From an optimization exercise on the open Yosys and OpenROAD flow, aimed at a short achievable clock period and few clock cycles; shortcuts taken in it are not production practice.
In this exercise RTL edits were held to simulation tests only and were not proved equivalent to the original.
No activity file was given, so power comes from the tool's default toggle rates.

`config.mk`:
```
export PLATFORM = sky130hd
export DESIGN_NAME = top
export DESIGN_NICKNAME = top
export VERILOG_FILES = /design/flow/design.v
export SDC_FILE = /design/flow/constraint.sdc
export NUM_CORES = 8
export LEC_CHECK = 0
export CAP_MARGIN = 20
export CORE_MARGIN = 2
export CORE_UTILIZATION = 40
export PLACE_DENSITY = 0.6
export SLEW_MARGIN = 20
export SYNTH_HIERARCHICAL = 1
```
`constraint.sdc`:
```
create_clock -name core_clock -period 13.0 [get_ports {clk}]
set_input_delay 2.6000 -clock core_clock [delete_from_list [all_inputs] [get_ports {clk}]]
set_output_delay 2.6000 -clock core_clock [all_outputs]
set_load 0.01 [all_outputs]
```
`design.v`:
```
module top (
	input clk,     
	input rst_n,   
	output wire [31:0] imem_addr,
	input  wire [31:0] imem_rdata,
	output wire [31:0] dmem_addr,
	output wire [31:0] dmem_wdata,
	output wire        dmem_we,
	input  wire [31:0] dmem_rdata
);
reg  [29:0] pcF;                  
reg  [31:0] irD;
reg  [29:0] pcD;
reg         predD;
reg         vD;
reg  [31:0] aE, bE, immE;
reg  [29:0] altE;
reg  [4:0]  rdE;
reg         wrE, lmE, brE, stE, ldE, eldE, mulE, predE;
reg         addE, subE, andE, orE, sltE, oneE, linkE, useImmE;
reg         fa1M, fa1W, fb1M, fb1W;
reg  [31:0] resM;
reg  [4:0]  rdM;
reg         wrM, ldM, mulM;
reg  [127:0] mulM_v;              
reg  [31:0] daddrM, dwdataM;
reg         dweM;
reg  [31:0] resW;
reg  [4:0]  rdW;
reg         wrW;
reg  [31:0] rf [1:31];
reg  [31:1] zf;                   
wire [31:0] insF = imem_rdata;
wire [29:0] pc1F;
wire [21:0] hiP1F, hiM1F;
wire        predF;
wire [29:0] tgtF;
pc_inc     u_pcinc (.pc(pcF), .pc1(pc1F), .hip1(hiP1F), .him1(hiM1F));
fetch_pred u_fpred (.ins(insF), .pc(pcF), .hip1(hiP1F), .him1(hiM1F), .pred(predF), .tgt(tgtF));
assign imem_addr = {pcF, 2'b00};
wire [6:0] opD  = irD[6:0];
wire [4:0] rdD  = irD[11:7];
wire [2:0] f3D  = irD[14:12];
wire [4:0] rs1D = irD[19:15];
wire [4:0] rs2D = irD[24:20];
wire [6:0] f7D  = irD[31:25];
wire ldD  = opD == 7'b0000011;
wire stD  = opD == 7'b0100011;
wire rD   = opD == 7'b0110011;
wire iD   = opD == 7'b0010011;
wire brD  = opD == 7'b1100011;
wire jalD = opD == 7'b1101111;
wire aluD = rD | iD;
wire wrD = (ldD | aluD | jalD) & (rdD != 5'd0);
wire u1D = ldD | stD | aluD | brD;
wire u2D = stD | rD | brD;
wire eldD = ldD & (rs1D == 5'd0) & ~stE & ~ldE;
wire nldD = ldD & ~eldD;
wire f3_0 = f3D == 3'b000;
wire subD = rD & f3_0 & f7D[5];
wire mulD = rD & f3_0 & ~f7D[5] & f7D[0];
wire addD = (iD & f3_0) | (rD & f3_0 & ~f7D[5] & ~f7D[0]) | nldD | stD;
wire sltD = aluD & (f3D == 3'b010);
wire orD  = aluD & (f3D == 3'b110);
wire andD = aluD & (f3D == 3'b111);
wire oneD = aluD & ~f3_0 & (f3D != 3'b010) & (f3D != 3'b110) & (f3D != 3'b111);
wire [31:0] immID = {{20{irD[31]}}, irD[31:20]};
wire [31:0] immSD = {{20{irD[31]}}, irD[31:25], irD[11:7]};
wire [29:0] immBD = {{20{irD[31]}}, irD[7], irD[30:25], irD[11:9]};
wire [29:0] immJD = {{12{irD[31]}}, irD[19:12], irD[20], irD[30:22]};
wire [29:0] pc1D  = pcD + 30'd1;
wire [31:0] immD  = jalD ? {pc1D, 2'b00} : stD ? immSD : immID;
wire [29:0] altD  = predD ? pc1D : pcD + immBD;
wire [29:0] tgtD  = pcD + immJD;
wire [31:0] rf1 = (rs1D == 5'd0) ? 32'd0 : (wrW && rdW == rs1D) ? resW : rf[rs1D];
wire [31:0] rf2 = (rs2D == 5'd0) ? 32'd0 : (wrW && rdW == rs2D) ? resW : rf[rs2D];
wire stallD = vD & lmE & ((u1D & (rs1D == rdE)) | (u2D & (rs2D == rdE)));
wire [31:0] A  = fa1M ? resM : fa1W ? resW : aE;
wire [31:0] Bv = fb1M ? resM : fb1W ? resW : bE;
wire [31:0] B  = useImmE ? immE : Bv;
wire [31:0] aluE, sumE;
wire        zaluE, zrdata;
alu_core u_alu (.a(A), .b(B), .imm(immE),
                .op_add(addE), .op_sub(subE), .op_and(andE), .op_or(orE),
                .op_slt(sltE), .op_one(oneE), .op_link(linkE),
                .res(aluE), .sum(sumE), .zero(zaluE));
zero32 u_zrd (.x(dmem_rdata), .z(zrdata));
wire [31:0] resE = eldE ? dmem_rdata : aluE;
wire eqE    = A == Bv;
wire redirE = brE & (eqE != predE);
wire zresE = eldE ? zrdata : zaluE;
wire unkE  = sltE | lmE;          
wire [4:0] rxD  = (rs2D == 5'd0) ? rs1D : rs2D;
wire bzD  = brD & ((rs1D == 5'd0) | (rs2D == 5'd0));
wire fromE = wrE & (rdE == rxD);
wire fromM = wrM & (rdM == rxD);
wire fromW = wrW & (rdW == rxD);
wire zM    = ldM ? zrdata : (resM == 32'd0);
wire zW    = resW == 32'd0;
wire zxD   = (rxD == 5'd0) ? 1'b1 : fromE ? zresE : fromM ? zM : fromW ? zW : zf[rxD];
wire unkD  = fromE ? unkE : fromM ? mulM : 1'b0;
wire resolvD = vD & bzD & ~unkD;
wire redirBD = resolvD & (zxD != predD);
wire redirJD = vD & jalD & ~predD;
wire redirD  = redirBD | redirJD;
wire [127:0] l6;
wire [31:0]  mulres;
mul_part1 u_mul1 (.a(A), .b(Bv), .v(l6));
mul_part2 u_mul2 (.v(mulM_v), .p(mulres));
wire killD = ~vD | stallD | redirE;
wire [29:0] npcF;
wire [29:0] epcF = redirE ? altE : redirD ? (jalD ? tgtD : altD) : pcF;
pc_next u_pcn (.early(redirE | redirD | stallD), .early_pc(epcF), .pred(predF),
               .tgt(tgtF), .pc1(pc1F), .npc(npcF));
always @(posedge clk or negedge rst_n) begin
	if (~rst_n) begin
		pcF <= 30'd0;
		vD  <= 1'b0;
	end else begin
		pcF <= npcF;
		vD  <= ~(redirE | redirD) & (vD | ~stallD);
	end
end
always @(posedge clk) begin
	if (~stallD) begin
		irD   <= insF;
		pcD   <= pcF;
		predD <= predF;
	end
end
always @(posedge clk or negedge rst_n) begin
	if (~rst_n) begin
		wrE <= 1'b0; lmE <= 1'b0; brE <= 1'b0; stE <= 1'b0;
		ldE <= 1'b0; eldE <= 1'b0; mulE <= 1'b0;
	end else begin
		wrE  <= wrD & ~killD;
		lmE  <= (nldD | mulD) & wrD & ~killD;
		brE  <= brD & ~resolvD & ~killD;
		stE  <= stD & ~killD;
		ldE  <= nldD & ~killD;
		eldE <= eldD & ~killD;
		mulE <= mulD & ~killD;
	end
end
always @(posedge clk) begin
	aE <= rf1;
	bE <= rf2;
	immE <= immD;
	altE <= altD;
	rdE <= rdD;
	predE <= predD;
	addE <= addD; subE <= subD; andE <= andD; orE <= orD;
	sltE <= sltD; oneE <= oneD; linkE <= jalD;
	useImmE <= ldD | stD | iD | jalD;
	fa1M <= wrE & (rdE == rs1D);
	fa1W <= wrM & (rdM == rs1D);
	fb1M <= wrE & (rdE == rs2D);
	fb1W <= wrM & (rdM == rs2D);
end
always @(posedge clk or negedge rst_n) begin
	if (~rst_n) begin
		wrM <= 1'b0; ldM <= 1'b0; mulM <= 1'b0; dweM <= 1'b0;
		wrW <= 1'b0;
	end else begin
		wrM  <= wrE;
		ldM  <= ldE;
		mulM <= mulE;
		dweM <= stE;
		wrW  <= wrM;
	end
end
always @(posedge clk) begin
	resM   <= resE;
	rdM    <= rdE;
	mulM_v <= l6;
	if (eldD) daddrM <= immID;
	else if (ldE | stE) daddrM <= sumE;
	if (stE) dwdataM <= Bv;
	resW <= ldM ? dmem_rdata : mulM ? mulres : resM;
	rdW  <= rdM;
end
integer i;
always @(posedge clk or negedge rst_n) begin
	if (~rst_n) begin
		for (i = 1; i < 32; i = i + 1) rf[i] <= 32'd0;
		zf <= {31{1'b1}};
	end else if (wrW) begin
		rf[rdW] <= resW;
		zf[rdW] <= zW;
	end
end
assign dmem_addr  = daddrM;
assign dmem_wdata = dwdataM;
assign dmem_we    = dweM;
endmodule
module pc_inc (
	input  [29:0] pc,
	output [29:0] pc1,        
	output [21:0] hip1,       
	output [21:0] him1        
);
assign pc1  = pc + 30'd1;
assign hip1 = pc[29:8] + 22'd1;
assign him1 = pc[29:8] - 22'd1;
endmodule
module fetch_pred (
	input  [31:0] ins,
	input  [29:0] pc,
	input  [21:0] hip1,
	input  [21:0] him1,
	output        pred,
	output [29:0] tgt
);
wire isjal = ins[6:0] == 7'b1101111;
wire isbr  = ins[6:0] == 7'b1100011;
wire sgn   = ins[31];
wire smallJ = (ins[30] == sgn) & (ins[20] == sgn) & (ins[19:12] == {8{sgn}});
wire smallB = (ins[30] == sgn) & (ins[7] == sgn);
wire [7:0] off = ins[2] ? ins[29:22] : {ins[29:25], ins[11:9]};
assign pred = (isjal & smallJ) | (isbr & smallB & ((ins[19:15] == ins[24:20]) | sgn));
wire [8:0]  lo = {1'b0, pc[7:0]} + {1'b0, off};
wire [21:0] hi = (lo[8] == sgn) ? pc[29:8] : lo[8] ? hip1 : him1;
assign tgt = {hi, lo[7:0]};
endmodule
module pc_next (
	input         early,      
	input  [29:0] early_pc,
	input         pred,
	input  [29:0] tgt,
	input  [29:0] pc1,
	output [29:0] npc
);
assign npc = early ? early_pc : pred ? tgt : pc1;
endmodule
module csa_level #(
	parameter N_IN = 3
) (
	input  [32*N_IN-1:0] din,
	output [32*(N_IN-N_IN/3)-1:0] dout
);
localparam G = N_IN / 3;
localparam R = N_IN - 3*G;
genvar g;
generate
	for (g = 0; g < G; g = g + 1) begin : grp
		wire [31:0] x = din[32*(3*g)   +: 32];
		wire [31:0] y = din[32*(3*g+1) +: 32];
		wire [31:0] z = din[32*(3*g+2) +: 32];
		wire [31:0] m = (x & y) | (x & z) | (y & z);
		assign dout[32*(2*g)   +: 32] = x ^ y ^ z;
		assign dout[32*(2*g+1) +: 32] = {m[30:0], 1'b0};
	end
	for (g = 0; g < R; g = g + 1) begin : rest
		assign dout[32*(2*G+g) +: 32] = din[32*(3*G+g) +: 32];
	end
endgenerate
endmodule
module alu_core (
	input  [31:0] a,
	input  [31:0] b,
	input  [31:0] imm,
	input         op_add, op_sub, op_and, op_or, op_slt, op_one, op_link,
	output [31:0] res,
	output [31:0] sum,
	output        zero
);
assign sum = a + b;
wire [32:0] diff = {1'b0, a} - {1'b0, b};
assign res = ({32{op_add}} & sum)
           | ({32{op_sub}} & diff[31:0])
           | ({32{op_and}} & (a & b))
           | ({32{op_or}}  & (a | b))
           | {31'd0, (op_slt & diff[32]) | op_one}
           | ({32{op_link}} & imm);
wire zadd = (a ^ b) == {a[30:0] | b[30:0], 1'b0};
assign zero = (op_add & zadd) | (op_sub & (a == b)) | (op_and & ((a & b) == 32'd0))
            | (op_or & ((a | b) == 32'd0)) | (op_link & (imm == 32'd0));
endmodule
module zero32 (
	input  [31:0] x,
	output        z
);
assign z = x == 32'd0;
endmodule
module mul_part1 (
	input  [31:0] a,
	input  [31:0] b,
	output [127:0] v
);
wire [32*32-1:0] pp;
genvar j;
generate
	for (j = 0; j < 32; j = j + 1) begin : ppg
		assign pp[32*j +: 32] = (b[j] ? a : 32'd0) << j;
	end
endgenerate
wire [32*22-1:0] l1;
wire [32*15-1:0] l2;
wire [32*10-1:0] l3;
wire [32*7-1:0]  l4;
wire [32*5-1:0]  l5;
csa_level #(.N_IN(32)) c1 (.din(pp), .dout(l1));
csa_level #(.N_IN(22)) c2 (.din(l1), .dout(l2));
csa_level #(.N_IN(15)) c3 (.din(l2), .dout(l3));
csa_level #(.N_IN(10)) c4 (.din(l3), .dout(l4));
csa_level #(.N_IN(7))  c5 (.din(l4), .dout(l5));
csa_level #(.N_IN(5))  c6 (.din(l5), .dout(v));
endmodule
module mul_part2 (
	input  [127:0] v,
	output [31:0] p
);
wire [32*3-1:0] m1;
wire [32*2-1:0] m2;
csa_level #(.N_IN(4)) c7 (.din(v), .dout(m1));
csa_level #(.N_IN(3)) c8 (.din(m1), .dout(m2));
assign p = m2[31:0] + m2[63:32];
endmodule
```
`flow/run.sh`:
```
#!/bin/bash
# The standard layout (standard.sh, all steps), with the setup repair
# aiming for slack beyond the clock period so that the achieved period shrinks.
set -euo pipefail
bash standard.sh SETUP_SLACK_MARGIN=8.7 > standard_make.log 2>&1
```
`standard.sh`:
```
#!/bin/bash
# synth_recipe.tcl (not shown) runs the flow's synth.tcl, then flattens the netlist and writes it again
# the make line also repeats each setting of config.mk as NAME=value (left out here)
make -C /OpenROAD-flow-scripts/flow DESIGN_CONFIG=/design/flow/config.mk WORK_HOME=/design/flow/orfs CLKGATE_MAP_FILE= SYNTH_SCRIPT=/design/flow/synth_recipe.tcl "${@:-finish}"
```
==> impl_metrics.ini <==
[logic_synthesis]
synth-main-ff-cell = dfrtp_1
ys_ff_latch = 1539
yosysMostFrequentCell = mux2_2
synth_cell_types = 121
syn_avg_cell_area_um2 = 11.11
ys_top_cells_by_area = dfrtp_1 (24%), fa_1 (17%), mux2_2 (11%), dfxtp_1 (6.4%), a22oi_1 (3.7%)
synth_commonest_cells = mux2_2 (1072), dfrtp_1 (1035), fa_1 (936)
syn-cell-area_um2 = 108300
synth_edf_count = 127
yosysSeqAreaShare = 0.3457
synthCells = 9749
synth_top_area_share = 0.2391
yosys.area.top_type = dfrtp_1
postSynth.asyncResetShare = 0.6927
yosys_warnings = 8

[floorplan]
num_rows = 191
fp.dieW_um = 524.4
core-area_um2 = 270000
ioPinCount = 163
start_util = 0.4012
die_h_um = 524.4
fp.dieArea_um2 = 275000

[detailed_routing]
wl_per_cell_um = 33.94
first_pass_iters = 10
finalWirelength_mm = 472.8
post-route-drc-count = 0
vias = 89880
drt-vias-per-instance = 6.453
ant_nets = 0
drt_iter0_drc = 14430

[sta]
worstMarginPinSlew_ps = 1288
slew_headroom = 0.1335
final-max-slew-violation-count = 0
fin_worst_skew_ps = 70.16
setup_viol = 0
final.setup.tns_ps = 0
period_minus_slack_ps = 5157
period_share = 0.3967
fmax_mhz = 193.9
rsz0062_at_grt = true
finalHoldViolations = 0

[worst_setup_path]
crit_fanout = 8
r2r-end = mulM_v[22]
crit_path_start = fb1W
start_kind = flop
cp.required_ps = 13720
crit_path_end_kind = flop
cp.arrival_ps = 5880
reg2reg_slack_ps = 7840
reg2reg_from = fb1W
setup.worst_path.class = reg2reg
worstRegToRegCells = 17

[placed_design]
gp_congestion = 0.9716
place_hpwl_mm = 292.5
port_buffers = 160
place_inst = 13210

[min_path]
worstHoldStart = mulE
hp-class = reg2reg
holdPathStages = 0
min_to = mulM

[global_routing]
antenna_found_initial = 34
grt_pass1_vias = 90330
grt.total_usage = 0.3357
grt_first_pass_wirelength_mm = 668.7
grt_max_degree = 179
gr-total-overflow = 0

[final_layout]
syn2layout_area_growth_pct = 17.63
drive_above_1_share = 0.2803
fin_nets = 11370
multi_input_area_um2 = 71190
fill_cells = 24430
final_cell_count_no_fill = 13930
ff_latch_area_um2 = 37540

[clock_tree]
htree_levels = 4
cts-root-buf = clkbuf_16
cts.sinks = 1539
cts_tree = yes
clock_path_buffers = 3
cts.reportedPaths.clkPinSlew_ps = 60
clk_latency_ps = 880
numCtsBuffers = 169

[pwr]
vdd_ir_drop_max_mv = 0.3150
total_leakage_power_nw = 56.88
power_density_nw_per_um2 = 152.8

[job]
maxCapViolCount = 0

[status]
status = timing/DRC/antenna clean
## layout by cell type (no fill, tap or decap), drive strengths merged, types with 52 or more instances in the layout
master / instances
inv: 185
a21oi: 319
xor2: 117
nor3: 138
a22o: 162
o21ai: 332
fa: 936
edfxtp: 127
dlygate4sd2: 89
a22oi: 532
and2: 551
mux2: 1073
conb: 528
nand3: 148
a221oi: 209
a222oi: 67
nor2: 458
mux2i: 175
nand2: 396
buf: 602
ha: 195
dfxtp: 346
a21o: 68
nand4: 198
clkbuf: 232
dfrtp: 1035
clkdlybuf4s50: 52
nor4: 122
xnor2: 201
## metrics by stage
stage            util  instance area, µm²  hold slack [ps]  power, mW  setup slack (ps)
2_1_floorplan       -              111100            331.2      10.62              8053
3_3_place_gp   0.4231              114300            333.9      13.07              5635
3_5_place_dp   0.4231              114300            334.6      13.06              5613
4_1_cts        0.4605              124400            349.0      18.72              7909
5_1_grt        0.4717              127400            366.8      20.51              7773
6_report       0.4719              127400            349.1      19.48              7843
## per-layer routing
layer / share of wire / global-route usage
met1: 0.37 / 0.4235
met2: 0.42 / 0.4869
met3: 0.13 / 0.1233
met4: 0.080 / 0.2073
met5: 0.00029 / 0.001558
## final cells by class
cell class,count,area share
repair inverters,6,0.0005302
repair buffers,762,0.05718
inverters,193,0.006814
clock inverters,90,0.009101
clock buffers,229,0.03747
flip-flops and latches,1539,0.2946
multi-input cells,7505,0.5586
diodes,35,0.0006872
well taps,3570,0.03505
## modules after synthesis (local to each module, per instance), excerpt
module	cell area (µm²)	cells	times used	flops+latches
alu_core	5884	903	1	0
top	72690	6341	1	1539
fetch_pred	996.0	129	1	0
mul_part1	3714	607	1	0
pc_inc	1305	201	1	0
zero32	72.57	11	1	0
mul_part2	1499	202	1	0
pc_next	668.1	101	1	0
## timing repair
action,CTS,global route
cloned,16,5
pin swaps,209,287
hold buffers,0,0
gates resized for setup,675,426
setup endpoints to repair,325,484
buffers inserted,198,142
## how the worst max path moves through the flow
stage / end / slack (ps) / cells after the start
final: mulM_v[22] / 7840 / 17
after detailed placement: pcF[2] / 5610 / 14
after global routing: pcF[1] / 7770 / 27
after floorplan: pcF[1] / 8050 / 14
after CTS: pcF[1] / 7910 / 24
after global placement: pcF[1] / 5640 / 14
## cell families (layout without fill, tap and decap cells)
family | count (synthesis) | count (layout) | synth area share
simple gates | 2210 | 2216 | 0.1073
compound gates | 2029 | 2030 | 0.1347
flops | 1539 | 1539 | 0.3457
mux | 1252 | 1252 | 0.1285
buf+inv | 1230 | 1280 | 0.05563
fa+ha+maj | 1131 | 1131 | 0.1955
xor+xnor | 348 | 348 | 0.03236
other cells | 10 | 563 | 0.0003465
## power by group
part / switching (mW) / internal [mW]
combinational: 5.41 / 3.48
clock: 2.23 / 2.95
sequential: 0.228 / 5.18
## critical path: stages (launching register included)
cell,delay (ps)
dfxtp_4,420
buf_6,150
buf_12,100
buf_16,150
mux2i_1,220
nor2_1,80
a21oi_2,150
buf_6,140
clkinvlp_4,130
buf_12,170
clkbuf_16,140
and2_4,150
fa_1,490
fa_1,440
fa_1,600
fa_2,480
fa_2,600
fa_2,420
## flip-flops by register name (all words and copies together) (netlist names), 32 cells and up
name and count:
irD 32, resW 32, dwdataM 32, aE 32
daddrM 32, resM 32, bE 32, immE 32
mulM_v 128, rf 992
Testbench counts, summed over its fixed seeds: cycles 20,198.

## what the ideal ports hide
Ports are ideal in the flow. The routed layout listed here was re-timed in OpenROAD.
Step 1 sets driving cells, clkbuf_16 on the clock port and buf_2 on the other inputs (assumed; they add their load-dependent delay and slew).
Step 2 also shifts input and output timing later by t, the mid clock arrival at the registers, as if the neighbouring blocks saw the same clock.
a / b / c = ideal / step 1 / step 2; a / b = the first two.
shift t [ns]: 0.945
slack for setup (ns): 7.843 / 7.843 / 7.037
hold WS [ns]: 0.349 / 0.349 / 0.349
After both steps setup and hold are still met in this run. For this run, drivers alone change the setup slack by 0.000 ns; drivers and shift together by -0.806 ns.
